This design comes from an exercise in tuning for small area on the open sky130 flow, not from production work.
Function was checked by simulation only, so behaviour that the tests miss may differ from the original.
Power and IR drop assume default switching activity. The flow treats the clock pin as an ideal source, which a real chip does not have.

## pupil_pipeline
module pupil_pipeline #(
	parameter IMG_WIDTH = 320
	)
	(
	input        clk,
	input        rst_n,
	input        pix_valid,
	input  [7:0] pix_in,
	output       out_valid,
	output [7:0] out_pixel
	);
wire threshold_bit;
wire th_valid;
double_threshold #(
	.data_width (8),
	.line_width (2*IMG_WIDTH-3)
	)
	double_thresh_dut
	(
	.clock(clk),
	.rst_n(rst_n),
	.data_valid(pix_valid),
	.data_in(pix_in),
	.data_out_valid(th_valid),
	.data_out(threshold_bit)
	);
wire or_hi, or_lo;
wire logical_or_out_valid;
logic_OR #(
	.data_width (8),
	.clock_cycle(IMG_WIDTH-3)
	)
	OR_dut( .clock(clk),
	.rst_n(rst_n),
	.data_valid(th_valid),
	.data_in(threshold_bit),
	.out_hi(or_hi),
	.out_lo(or_lo),
	.data_out_valid(logical_or_out_valid)
	);
wire [1:0] closed;
morphology_operation #(
	.data_width (8),
	.clock_cycle(IMG_WIDTH-3)
	)
	morp_closing( .clock(clk),
	.rst_n(rst_n),
	.data_valid(logical_or_out_valid),
	.data_in({or_hi, or_lo}),
	.data_out(closed),
	.data_out_valid(out_valid)
	);
assign out_pixel = {{7{closed[1]}}, closed[0]};
endmodule
Size in the first run: roughly 6500 flip-flops, roughly 20 I/O pins, ~190000 um2 of cells after synthesis.
export LEC_CHECK = 0
export CAP_MARGIN = 0
export CORE_MARGIN = 2
export CORE_UTILIZATION = 80
export CTS_CLUSTER_DIAMETER = 100
export CTS_CLUSTER_SIZE = 30
export PLACE_DENSITY = 0.9
export SLEW_MARGIN = 0
create_clock -name core_clock -period 8.0 [get_ports {clk}]
run.sh (not shown) runs the stock make flow with config.mk's settings and CLKGATE_MAP_FILE= SYNTH_SCRIPT=/design/flow/synth_recipe.tcl, a recipe that flattens the netlist after the stock synthesis.
The starting point passed the timing, design-rule and antenna checks.
Change:
Settings changed: CTS_CLUSTER_SIZE 30 to 33.
After rerunning: The changed run completed without violations. Setup slack got worse by 20 ps. Worst hold slack is worse by 7.0 ps. Sequential share of layout area increases by 0.13 points. Sequential cell count is unchanged.
Change:
Settings changed: CTS_CLUSTER_SIZE 33 to 32.
Result: The new run produced a clean layout; count of clock-buffer cells in the layout grows by 2; maximum frequency grows slightly; area after synthesis is unchanged; non-clock buffer count is unchanged; setup slack gets better by 17 ps; via count is about the same; wire length grows slightly; combinational power barely changes; clock skew shrinks by 12 ps; synthesized cell count does not change; worst hold slack gets better by 5.1 ps.
Change:
Settings changed: CORE_UTILIZATION 80 to 75, CTS_CLUSTER_SIZE 32 to 33, PLACE_DENSITY 0.9 to 0.85.
Result: Via count fell by about 0.6%. Register-to-register slack loses 80 ps. Cell count rose by 1.0%. Setup slack is worse by 92 ps. Synthesized cell count is unchanged. Clock skew is higher by 17 ps. Wire length shrinks by about 4%. Clock power hardly moves. Cell area is about the same. Core utilization falls by 4.8 points.

---

== run 1 ==
Another version of the RTL of pupil_pipeline (not shown whole).
Size: about 15000 cells after synthesis, roughly 6500 flip-flops, about 20 I/O pins, about 190000 um^2 of cells after synthesis.
// pupil_pipeline
module pupil_pipeline #(
	parameter IMG_WIDTH = 320
	)
	(
	input        clk,
	input        rst_n,
	input        pix_valid,
	input  [7:0] pix_in,
	output       out_valid,
	output [7:0] out_pixel
	);
==> flow/config.mk <==
export PLATFORM = sky130hd
export DESIGN_NAME = pupil_pipeline
export DESIGN_NICKNAME = pupil_pipeline
export VERILOG_FILES = /design/flow/design.v
export SDC_FILE = /design/flow/constraint.sdc
export NUM_CORES = 4
export LEC_CHECK = 0
export CAP_MARGIN = 5
export CORE_MARGIN = 2
export CORE_UTILIZATION = 80
export CTS_CLUSTER_DIAMETER = 100
export CTS_CLUSTER_SIZE = 33
export PLACE_DENSITY = 0.9
export SLEW_MARGIN = 5
==> flow/constraint.sdc <==
create_clock -name core_clock -period 8.0 [get_ports {clk}]
set_input_delay 1.6000 -clock core_clock [delete_from_list [all_inputs] [get_ports {clk}]]
set_output_delay 1.6000 -clock core_clock [all_outputs]
set_load 0.01 [all_outputs]
Both conditions hold for run 1: the flow ran to the end and the final layout passed the timing, design-rule and antenna checks.
Edits applied to the flow inputs when going from run 1 to run 2:
# run 1
export LEC_CHECK = 0
export CAP_MARGIN = 5
export CORE_MARGIN = 2
export CORE_UTILIZATION = 80
export CTS_CLUSTER_DIAMETER = 100
export CTS_CLUSTER_SIZE = 33
export PLACE_DENSITY = 0.9
export SLEW_MARGIN = 5
create_clock -name core_clock -period 8.0 [get_ports {clk}]
# run 2
export LEC_CHECK = 0
export CAP_MARGIN = 5
export CORE_MARGIN = 2
export CORE_UTILIZATION = 70
export CTS_CLUSTER_DIAMETER = 100
export CTS_CLUSTER_SIZE = 33
export PLACE_DENSITY = 0.8
export SLEW_MARGIN = 5
create_clock -name core_clock -period 8.0 [get_ports {clk}]
--- outcome ---
From run 1 to run 2 the numbers moved as follows: number of buffers inserted during clock tree synthesis rose 5, hold slack has remained practically unchanged, ratio of final minimum period to clock period fell by 1.9 points, data arrival time of the critical path went down by 0.15 ns. Re first-pass GRT wire length: run 2 is about 3% down on run 1. Run 2: maximum VDD drop is 0.023 mV lower than what run 1 reported. Synthesis-to-layout area growth ended up 0.39 points higher on run 2 than on run 1. Status: multi-input gate share of total cell area parity (run 2, run 1). Between run 2 and run 1, the proportion of total power due to net switching does not differ in any meaningful way. Total number of H-tree levels came out exactly the same in run 2 and run 1.
Edits applied to the flow inputs when going from run 2 to run 3:
# run 2
export LEC_CHECK = 0
export CAP_MARGIN = 5
export CORE_MARGIN = 2
export CORE_UTILIZATION = 70
export CTS_CLUSTER_DIAMETER = 100
export CTS_CLUSTER_SIZE = 33
export PLACE_DENSITY = 0.8
export SLEW_MARGIN = 5
create_clock -name core_clock -period 8.0 [get_ports {clk}]
# run 3
export LEC_CHECK = 0
export CAP_MARGIN = 20
export CORE_MARGIN = 2
export CORE_UTILIZATION = 45
export CTS_CLUSTER_DIAMETER = 100
export CTS_CLUSTER_SIZE = 30
export PLACE_DENSITY = 0.6
export SLEW_MARGIN = 20
create_clock -name core_clock -period 8.0 [get_ports {clk}]
Run 3: flow completed, timing, DRC and antenna clean
Status: synthesized cell count parity (run 3, run 2)
Placer congestion estimate in run 3 is about 13% below run 2.
Internal cell power (run 3 vs. run 2) increases slightly
Routed wire in run 3 totals less than in run 2.
Final cell area: run 3 above run 2
#### Input delta (run 4 over run 3)
# run 3
export LEC_CHECK = 0
export CAP_MARGIN = 20
export CORE_MARGIN = 2
export CORE_UTILIZATION = 45
export CTS_CLUSTER_DIAMETER = 100
export CTS_CLUSTER_SIZE = 30
export PLACE_DENSITY = 0.6
export SLEW_MARGIN = 20
create_clock -name core_clock -period 8.0 [get_ports {clk}]
# run 4
export LEC_CHECK = 0
export CAP_MARGIN = 0
export CORE_MARGIN = 2
export CORE_UTILIZATION = 80
export CTS_CLUSTER_DIAMETER = 100
export CTS_CLUSTER_SIZE = 34
export PLACE_DENSITY = 0.9
export SLEW_MARGIN = 0
create_clock -name core_clock -period 8.0 [get_ports {clk}]
Findings:
Delta (run 4 minus run 3): routed wire length increased 22 mm; total power decreased by about 2.7% relative to the old numbers; clock period minus worst slack went down.

## separate check: timing with driven ports
Ports are ideal in the flow. The routed layouts listed here were re-timed in OpenROAD. Step 1 sets driving cells, clkbuf_16 on the clock port and buf_2 on the other inputs (assumed; they add their load-dependent delay and slew). Step 2 also shifts input and output timing later by t, the mid clock arrival at the registers, as if the neighbouring blocks saw the same clock. Slacks: ideal ports / drivers / drivers and shift; pairs: ideal ports / drivers.
| run | t, ns | setup slack, ns | worst setup path at the end | slew at the worst register clock pin (ns) | cell pins on the clock port's net |
|---|---|---|---|---|---|
| the first run of note 1 | 0.982 | 3.543 / 3.614 / 2.633 | input to register | 0.11 / 0.11 | 1 |
| the second run of note 1 | 0.978 | 3.523 / 3.590 / 2.612 | input to register | 0.12 / 0.12 | 1 |
| the third run of note 1 | 0.974 | 3.540 / 3.612 / 2.638 | input to register | 0.12 / 0.12 | 1 |
| the fourth run of note 1 | 0.985 | 3.448 / 3.519 / 2.533 | input to register | 0.12 / 0.12 | 1 |
| run 1 | 0.970 | 4.257 / 4.166 / 4.062 | input to register | 0.12 / 0.12 | 1 |
| run 2 | 1.006 | 4.408 / 4.316 / 4.098 | input to register | 0.12 / 0.12 | 1 |
| run 3 | 1.064 | 4.253 / 4.151 / 3.794 | input to register | 0.11 / 0.11 | 1 |
| run 4 | 0.958 | 4.301 / 4.210 / 4.049 | input to register | 0.12 / 0.12 | 1 |
After both steps setup and hold are still met in every run listed. For the fourth run of note 1, which loses most, drivers alone change the setup slack by +0.071 ns; drivers and shift together by -0.915 ns.
